From an optimization exercise on the open Yosys and OpenROAD flow, aimed at small area, a short achievable clock period and few clock cycles per item; shortcuts taken in it are not production practice.
Power and IR drop assume default switching activity.

== job 2763 ==
## div_unit
module div_unit
(
    input  logic        clk,
    input  logic        rst,
    input  logic        issue,           
    input  logic [2:0]  funct3,          
    input  logic [6:0]  opcode,
    input  logic [4:0]  rd,
    input  logic [5:0]  pd,
    input  logic [2:0]  rob_idx,
    input  logic [31:0] pc,
    input  logic [31:0] ps1_value,
    input  logic [31:0] ps2_value,
    output logic        ready,           
    input  logic        cdb_dequeue,     
    output logic        res_valid,
    output logic [4:0]  res_rd,
    output logic [5:0]  res_pd,
    output logic [2:0]  res_rob_idx,
    output logic [31:0] res_value,
    output logic [31:0] res_rs1_value,
    output logic [31:0] res_rs2_value,
    output logic [31:0] res_pc,
    output logic [31:0] res_pc_next,
    output logic [6:0]  res_opcode
);
For scale: ~200 flip-flops, roughly 310 I/O pins, about 20,000 um2 of cells after synthesis.
==> module div_unit, before the edit <==
module div_unit
(
    input  logic        clk,
    input  logic        rst,
    input  logic        issue,           
    input  logic [2:0]  funct3,          
    input  logic [6:0]  opcode,
    input  logic [4:0]  rd,
    input  logic [5:0]  pd,
    input  logic [2:0]  rob_idx,
    input  logic [31:0] pc,
    input  logic [31:0] ps1_value,
    input  logic [31:0] ps2_value,
    output logic        ready,           
    input  logic        cdb_dequeue,     
    output logic        res_valid,
    output logic [4:0]  res_rd,
    output logic [5:0]  res_pd,
    output logic [2:0]  res_rob_idx,
    output logic [31:0] res_value,
    output logic [31:0] res_rs1_value,
    output logic [31:0] res_rs2_value,
    output logic [31:0] res_pc,
    output logic [31:0] res_pc_next,
    output logic [6:0]  res_opcode
);
function automatic logic [5:0] bitlen(input logic [31:0] x);
    bitlen = 6'd0;
    for (int i = 0; i < 32; i++)
        if (x[i]) bitlen = i + 1;
endfunction
function automatic logic [31:0] or_down(input logic [31:0] x);
    or_down = x;
    or_down = or_down | (or_down >> 1);
    or_down = or_down | (or_down >> 2);
    or_down = or_down | (or_down >> 4);
    or_down = or_down | (or_down >> 8);
    or_down = or_down | (or_down >> 16);
endfunction
function automatic logic [31:0] or_up(input logic [31:0] x);
    or_up = x << 1;
    or_up = or_up | (or_up << 1);
    or_up = or_up | (or_up << 2);
    or_up = or_up | (or_up << 4);
    or_up = or_up | (or_up << 8);
    or_up = or_up | (or_up << 16);
endfunction
logic s_idle, s_setup, s_iter, s_done;
logic [31:0] a_r, nb_r, pc_r;  
logic [6:0]  opcode_r;
logic [4:0]  rd_r;
logic [5:0]  pd_r;
logic [2:0]  rob_r;
logic        rem_r;       
logic        sa_r, sb_r;  
logic        quick_r;     
logic        sel_a, sel_r, sel_q, neg_r;  
logic [5:0]  lb_r;        
logic [5:0]  n_r;         
logic [31:0] r_r;         
logic [31:0] q_r;         
logic        sgn_i, sa_i, sb_i, dbz_i, quick_i;
logic [31:0] ma_i, mb_i, pa_i;
assign sgn_i = ~funct3[0];
assign sa_i  = sgn_i & ps1_value[31];
assign sb_i  = sgn_i & ps2_value[31];
assign dbz_i = (ps2_value == 32'd0);
assign ma_i  = ps1_value ^ {32{sa_i}};
assign mb_i  = ps2_value ^ {32{sb_i}};
assign pa_i  = or_down(ma_i);
assign quick_i = dbz_i | (|(mb_i & ~(sa_i ? {pa_i[30:0], 1'b1} : pa_i)));
logic [31:0] fx_in, fx_out;
logic        fx_neg;
assign fx_in  = ({32{sel_a}} & a_r) | ({32{sel_r}} & r_r) | ({32{sel_q}} & q_r);
assign fx_neg = neg_r;
assign fx_out = fx_in ^ ({32{fx_neg}} & or_up(fx_in));
logic [5:0]  n_diff, n_set;
assign n_diff = n_r - lb_r + 6'd1;
assign n_set  = n_diff[5] ? 6'd32 : {n_diff[5:1] + {4'd0, n_diff[0]}, 1'b0};
logic [31:0] rot1, rot2, rot3, rot, lowmask;
assign rot1    = n_set[1] ? {fx_out[1:0], fx_out[31:2]} : fx_out;
assign rot2    = n_set[2] ? {rot1[3:0],   rot1[31:4]}   : rot1;
assign rot3    = n_set[3] ? {rot2[7:0],   rot2[31:8]}   : rot2;
assign rot     = n_set[4] ? {rot3[15:0],  rot3[31:16]}  : rot3;
assign lowmask = 32'hffffffff >> n_set;
logic [34:0] r4, nb1, nb2, d1, d2, d3, cs_s, cs_c;
logic        c_b;
logic [1:0]  qdig;
logic [31:0] r_next;
assign c_b  = ~sb_r;
assign r4   = {1'b0, r_r, q_r[31:30]};
assign nb1  = {3'b111, nb_r};
assign nb2  = {nb1[33:0], c_b};
assign d1   = r4 + nb1 + {34'd0, c_b};
assign d2   = r4 + nb2 + {34'd0, c_b};
assign cs_s = r4 ^ nb1 ^ nb2;
assign cs_c = {((r4[33:0] & nb1[33:0]) | (r4[33:0] & nb2[33:0]) | (nb1[33:0] & nb2[33:0])), c_b};
assign d3   = cs_s + cs_c + {34'd0, c_b};
always_comb begin
    if (!d3[34])      begin qdig = 2'd3; r_next = d3[31:0]; end
    else if (!d2[34]) begin qdig = 2'd2; r_next = d2[31:0]; end
    else if (!d1[34]) begin qdig = 2'd1; r_next = d1[31:0]; end
    else              begin qdig = 2'd0; r_next = r4[31:0]; end
end
assign ready     = s_idle | (s_done & cdb_dequeue);
assign res_valid = s_done;
always_ff @(posedge clk) begin
    if (rst) begin
        s_idle  <= 1'b1;
        s_setup <= 1'b0;
        s_iter  <= 1'b0;
        s_done  <= 1'b0;
    end else begin
        s_setup <= issue & ~quick_i;
        s_iter  <= s_setup | (s_iter & (n_r != 6'd2));
        s_done  <= (issue & quick_i) | (s_iter & (n_r == 6'd2)) | (s_done & ~cdb_dequeue);
        s_idle  <= (s_idle & ~issue) | (s_done & cdb_dequeue & ~issue);
    end
end
always_ff @(posedge clk) begin
    if (issue) begin
        a_r      <= ps1_value;
        nb_r     <= ps2_value ^ {32{~sb_i}};
        pc_r     <= pc;
        opcode_r <= opcode;
        rd_r     <= rd;
        pd_r     <= pd;
        rob_r    <= rob_idx;
        rem_r    <= funct3[1];
        sa_r     <= sa_i;
        sb_r     <= sb_i;
        quick_r  <= quick_i;
        sel_a    <= ~quick_i | funct3[1];
        sel_r    <= 1'b0;
        sel_q    <= quick_i & ~funct3[1];
        neg_r    <= ~quick_i & sa_i;
        lb_r     <= bitlen(mb_i);
        n_r      <= bitlen(ma_i) + {5'd0, sa_i};
    end else if (s_setup) begin
        n_r      <= n_set;
        sel_a    <= 1'b0;
        sel_r    <= rem_r;
        sel_q    <= ~rem_r;
        neg_r    <= rem_r ? sa_r : (sa_r ^ sb_r);
    end else if (s_iter) begin
        n_r      <= n_r - 6'd2;
    end
end
always_ff @(posedge clk) begin
    if (issue) begin
        q_r <= {32{dbz_i}};
    end else if (s_setup) begin
        r_r <= rot & lowmask;
        q_r <= rot & ~lowmask;
    end else if (s_iter) begin
        r_r <= r_next;
        q_r <= {q_r[29:0], qdig};
    end
end
logic [31:0] pc_carry;
assign pc_carry = {~or_up(~{pc_r[31:2], 2'b11})};
assign res_rd        = rd_r;
assign res_pd        = pd_r;
assign res_rob_idx   = rob_r;
assign res_value     = fx_out;
assign res_rs1_value = a_r;
assign res_rs2_value = nb_r ^ {32{~sb_r}};
assign res_pc        = pc_r;
assign res_pc_next   = {pc_r[31:2] ^ pc_carry[31:2], pc_r[1:0]};
assign res_opcode    = opcode_r;
endmodule
Settings: LEC_CHECK=0, ABC_AREA=1, CAP_MARGIN=20, CORE_MARGIN=2, CORE_UTILIZATION=40, PLACE_DENSITY=0.6, SETUP_SLACK_MARGIN=1.3, SLEW_MARGIN=20; clock period 5.5 ns.
standard.sh (not shown) runs the stock make flow with config.mk's settings and CLKGATE_MAP_FILE= SYNTH_SCRIPT=/design/flow/synth_recipe.tcl, a recipe that flattens the netlist after the stock synthesis.
==> flow/flow/run.sh <==
#!/bin/bash
export BUFFER_PORTS_ARGS="-buffer_cell sky130_fd_sc_hd__buf_1"
bash standard.sh > standard.log 2>&1
### job 2763 -> job 6096
--- a/flow/design.v
+++ b/flow/design.v
@@ -381,5 +381,4 @@
 logic        rem_r;       
 logic        sa_r, sb_r;  
-logic        quick_r;     
 logic        sel_a, sel_r, sel_q, neg_r;  
 logic [5:0]  lb_r;        
@@ -406,5 +405,5 @@
 assign n_set  = n_diff[5] ? 6'd32 : {n_diff[5:1] + {4'd0, n_diff[0]}, 1'b0};
 logic [31:0] rot1, rot2, rot3, rot, lowmask;
-assign rot1    = n_set[1] ? {fx_out[1:0], fx_out[31:2]} : fx_out;
+assign rot1    = n_set[1] ? {q_r[1:0], q_r[31:2]} : q_r;
 assign rot2    = n_set[2] ? {rot1[3:0],   rot1[31:4]}   : rot1;
 assign rot3    = n_set[3] ? {rot2[7:0],   rot2[31:8]}   : rot2;
@@ -457,14 +456,12 @@
         sa_r     <= sa_i;
         sb_r     <= sb_i;
-        quick_r  <= quick_i;
-        sel_a    <= ~quick_i | funct3[1];
+        sel_a    <= quick_i & funct3[1];
         sel_r    <= 1'b0;
-        sel_q    <= quick_i & ~funct3[1];
-        neg_r    <= ~quick_i & sa_i;
+        sel_q    <= quick_i & ~funct3[1] & dbz_i;
+        neg_r    <= 1'b0;
         lb_r     <= bitlen(mb_i);
         n_r      <= bitlen(ma_i) + {5'd0, sa_i};
     end else if (s_setup) begin
         n_r      <= n_set;
-        sel_a    <= 1'b0;
         sel_r    <= rem_r;
         sel_q    <= ~rem_r;
@@ -476,5 +473,5 @@
 always_ff @(posedge clk) begin
     if (issue) begin
-        q_r <= {32{dbz_i}};
+        q_r <= dbz_i ? 32'hffffffff : (ps1_value ^ ({32{sa_i}} & or_up(ps1_value)));
     end else if (s_setup) begin
         r_r <= rot & lowmask;
Notes after the runs:
Job 6096 vs job 2763 — total core area rose 2.3%. Post-CTS resize count | job 6096 below job 2763. Job 6096 reports a higher synthesized area than job 2763 does. There was hardly any difference in register-to-register slack between job 2763 and job 6096. In job 6096 the post-synthesis area per instance turned out 0.13 um2 higher than in job 2763. Both conditions hold for job 6096: the flow ran to the end and the final layout passed the timing, DRC and antenna checks. Taking job 2763 as the reference, in job 6096 critical path depth rose 16, combinational cell fraction of total power fell 1.6 points, clock latency on the worst-skew pair rose 0.04 ns, synthesized cell count rose 10, routability congestion estimate rose 2.8%. Job 6096 against job 2763: tapcell count went up 8, total wire length went down 2000 um, die area went up 1000 um2.
No run of this note included a check of the RTL's function; only the layout flow was run.

-- re-timing with driven ports --
No port has a modelled driver above. Below, the same layouts with a new extraction and two added sets of constraints. Step 1 assumes that a clkbuf_16 drives the clock port and a buf_2 every other input. Step 2, shift: input delay + t, output delay - t, t = (earliest + latest rising clock arrival at the registers) / 2. This alone moves slack from input paths to output paths. Slacks: ideal ports / drivers / drivers and shift; pairs: ideal ports / drivers.
run	t, ns	slack for setup (ns)	pins driven straight from the clock port
job 2763	0.595	1.232 / 1.178 / 1.007	1
job 6096	0.627	0.591 / 0.532 / 1.009	1
After both steps every run listed still meets setup and hold. For job 2763, which loses most, drivers alone change the setup slack by -0.054 ns; drivers and shift together by -0.225 ns.
